Context: an optimization exercise on an open-source flow, tuned for small area and a short achievable clock period. The choices shown serve that exercise and are no tape-out recipe. The RTL was checked by simulation tests, not by an equivalence proof against the original design.

==> inputs of run a <==
==> flow/design.v (excerpt) <==
module RS_ArithmeticLogical #(
    parameter RS_AL_ENTRY_SIZE = 145
    ) (
    input  wire         clk,
    input  wire         reset,
    input  wire         stall,
    input  wire         flush,
    input  wire         RS_AL_V1,
    input  wire [RS_AL_ENTRY_SIZE-1:0] RS_AL_1,
    input  wire         RS_AL_V2,
    input  wire [RS_AL_ENTRY_SIZE-1:0] RS_AL_2,
    input  wire         ALU1_D_W,
    input  wire [15:0]  ALU1_D,
    input  wire [6:0]   ALU1_D_RR,
    input  wire         ALU2_D_W,
    input  wire [15:0]  ALU2_D,
    input  wire [6:0]   ALU2_D_RR,
    input  wire         LS_D_W,
    input  wire [15:0]  LS_D,
    input  wire [6:0]   LS_D_RR,
    output reg          rs_stall,
    output reg          ALU1_V,
    output reg  [3:0]   ALU1_opcode,
    output reg  [15:0]  ALU1_opr1,
    output reg  [15:0]  ALU1_opr2,
    output reg  [15:0]  ALU1_imm,
    output reg          ALU1_carry,
    output reg          ALU1_zero,
    output reg          ALU1_neg_opr2,
    output reg  [1:0]   ALU1_CZ_cond,
    output reg  [6:0]   ALU1_dest,
    output reg  [2:0]   ALU1_arch_dest,
    output reg  [15:0]  ALU1_prev_dest,
    output reg  [15:0]  ALU1_PC,
    output reg  [7:0]   ALU1_C_dest,
    output reg  [7:0]   ALU1_Z_dest,
    output reg          ALU1_branch_pred,
    output reg  [6:0]   ALU1_ROB_index,
    output reg          ALU2_V,
    output reg  [3:0]   ALU2_opcode,
    output reg  [15:0]  ALU2_opr1,
    output reg  [15:0]  ALU2_opr2,
    output reg  [15:0]  ALU2_imm,
    output reg          ALU2_carry,
    output reg          ALU2_zero,
    output reg          ALU2_neg_opr2,
    output reg  [1:0]   ALU2_CZ_cond,
    output reg  [6:0]   ALU2_dest,
    output reg  [2:0]   ALU2_arch_dest,
    output reg  [15:0]  ALU2_prev_dest,
    output reg  [15:0]  ALU2_PC,
    output reg  [7:0]   ALU2_C_dest,
    output reg  [7:0]   ALU2_Z_dest,
    output reg          ALU2_branch_pred,
    output reg  [6:0]   ALU2_ROB_index,
    output wire [4:0]   empty_pos1,
    output wire [4:0]   empty_pos2
);
Settings: LEC_CHECK=0, CAP_MARGIN=20, CORE_MARGIN=2, CORE_UTILIZATION=40, PLACE_DENSITY=0.5, SETUP_SLACK_MARGIN=0.5, SLEW_MARGIN=20; clock period 28.0 ns.
standard.sh (not shown) runs the stock make flow with config.mk's settings and CLKGATE_MAP_FILE= SYNTH_SCRIPT=/design/flow/synth_recipe.tcl, a recipe that flattens the netlist after the stock synthesis.
==> flow/flow/run.sh <==
#!/bin/bash
# The standard layout (standard.sh), with three changes to how it is made:
#  - ports are buffered with sky130_fd_sc_hd__buf_2 instead of the default cell;
#  - timing repair aims for a setup slack of 21 ns (a 7 ns period) instead of
#    0.5 ns, so that the resizer also shortens paths that already meet 28 ns;
#  - clock tree synthesis clusters up to 20 flip-flops within 80 um per leaf
#    buffer and inserts no dummy loads (fewer clock buffers).
# The constraints (constraint.sdc) are unchanged. Each tool's log is in
# orfs/logs/; make's own output is in standard.log.
set -euo pipefail
export BUFFER_PORTS_ARGS="-buffer_cell sky130_fd_sc_hd__buf_2"
export CTS_ARGS="-sink_clustering_enable -repair_clock_nets -sink_clustering_size 20 -sink_clustering_max_diameter 80 -dont_use_dummy_load"
bash standard.sh SETUP_SLACK_MARGIN=21 finish > standard.log 2>&1
==> run b: changes against run a <==
==> flow/flow/run.sh (replaced) <==
#!/bin/bash
# The standard layout (standard.sh), with two changes to how it is made:
#  - ports are buffered with sky130_fd_sc_hd__buf_2 instead of the default cell;
#  - timing repair aims for a setup slack of 21 ns (a 7 ns period) instead of
#    0.5 ns, so that the resizer also shortens paths that already meet 28 ns.
# The constraints (constraint.sdc) are unchanged. Each tool's log is in
# orfs/logs/; make's own output is in standard.log.
set -euo pipefail
export BUFFER_PORTS_ARGS="-buffer_cell sky130_fd_sc_hd__buf_2"
bash standard.sh SETUP_SLACK_MARGIN=21 finish > standard.log 2>&1
==> run c: changes against run a <==
--- a/flow/flow/run.sh
+++ b/flow/flow/run.sh
@@ -5,3 +5,3 @@
 #    0.5 ns, so that the resizer also shortens paths that already meet 28 ns;
-#  - clock tree synthesis clusters up to 20 flip-flops within 80 um per leaf
+#  - clock tree synthesis clusters up to 22 flip-flops within 80 um per leaf
 #    buffer and inserts no dummy loads (fewer clock buffers).
@@ -11,3 +11,3 @@
 export BUFFER_PORTS_ARGS="-buffer_cell sky130_fd_sc_hd__buf_2"
-export CTS_ARGS="-sink_clustering_enable -repair_clock_nets -sink_clustering_size 20 -sink_clustering_max_diameter 80 -dont_use_dummy_load"
+export CTS_ARGS="-sink_clustering_enable -repair_clock_nets -sink_clustering_size 22 -sink_clustering_max_diameter 80 -dont_use_dummy_load"
 bash standard.sh SETUP_SLACK_MARGIN=21 finish > standard.log 2>&1
Settings changed: CORE_UTILIZATION 40 to 45, PLACE_DENSITY 0.5 to 0.55.
==> results.sh <==
export IMPL_clkbuf_count=162
export IMPL_post_route_period_util=0.257
export IMPL_pwr_share_clk=0.142
export IMPL_combPwrFrac=0.482
export IMPL_drt_initial_drc_count=24200
export IMPL_outcome="timing/DRC/antenna clean"
export IMPL_grt_max_degree=187
export IMPL_final_fill_count=29100
export IMPL_dr_pass1_iters=12
export IMPL_internal_power_mw=8.32
export IMPL_clkSlewWorstSetupHoldPaths_ns=0.09
the above is filed under run c

==> results.sh <==
export IMPL_outcome="timing/DRC/antenna clean"
export IMPL_clkbuf_count=439
export IMPL_drt_initial_drc_count=22100
export IMPL_postCtsSetupBuffers=4
export IMPL_grt_max_degree=202
export IMPL_clkSlewWorstSetupHoldPaths_ns=0.07
export IMPL_worstSetupPathDepth=1
export IMPL_hold_ws_ns=0.480
export IMPL_internal_power_mw=9.60
export IMPL_pwr_share_clk=0.218
export IMPL_clk_latency_ns=1.01
export IMPL_post_route_period_util=0.256
export IMPL_use_met2=0.599
export IMPL_final_fill_count=33200
export IMPL_combPwrFrac=0.441
export IMPL_dr_pass1_iters=15
export IMPL_pre_cts_slack_ns=19.99
the above is filed under run b

==> results.sh <==
export IMPL_clkSlewWorstSetupHoldPaths_ns=0.08
export IMPL_yosysSeqAreaShare=0.365
export IMPL_area_growth_pct=8.03
export IMPL_internal_power_mw=8.39
export IMPL_clkbuf_count=170
export IMPL_seqCellArea_sq_mm=0.0489
export IMPL_outcome="timing/DRC/antenna clean"
export IMPL_grt_max_degree=202
export IMPL_dr_pass1_iters=13
export IMPL_post_synth_top_count_cell="nand2_1"
export IMPL_combPwrFrac=0.482
export IMPL_post_route_period_util=0.255
export IMPL_synth_edff_count=99
export IMPL_pwr_share_clk=0.146
export IMPL_postCtsHoldBufs=0
export IMPL_cts_inserted_buffers=170
export IMPL_final_fill_count=33700
the above is filed under run a

-- separate check: timing with driven ports --
No port has a modelled driver above. Below, the same layouts with a new extraction and two added sets of constraints.
Step 1 assumes that a clkbuf_16 drives the clock port and a buf_2 every other input.
Step 2 adds t to the input delays and takes it off the output delays; t is the mean of the earliest and latest rising clock arrival at the registers after step 1. Input paths then give back, and output paths get back, about the clock's delay inside the block.
Slacks: ideal ports / drivers / drivers and shift; pairs: ideal ports / drivers.
run	t, ns	setup slack, ns	worst setup path after step 2	pins driven straight from the clock port
run a	1.037	20.850 / 20.757 / 19.988	input to register	1
run b	1.065	20.822 / 20.728 / 19.970	input to register	1
run c	1.014	20.796 / 20.686 / 20.120	input to register	1
After both steps every run listed still meets setup and hold. For run a, which loses most, drivers alone change the setup slack by -0.093 ns; drivers and shift together by -0.862 ns.
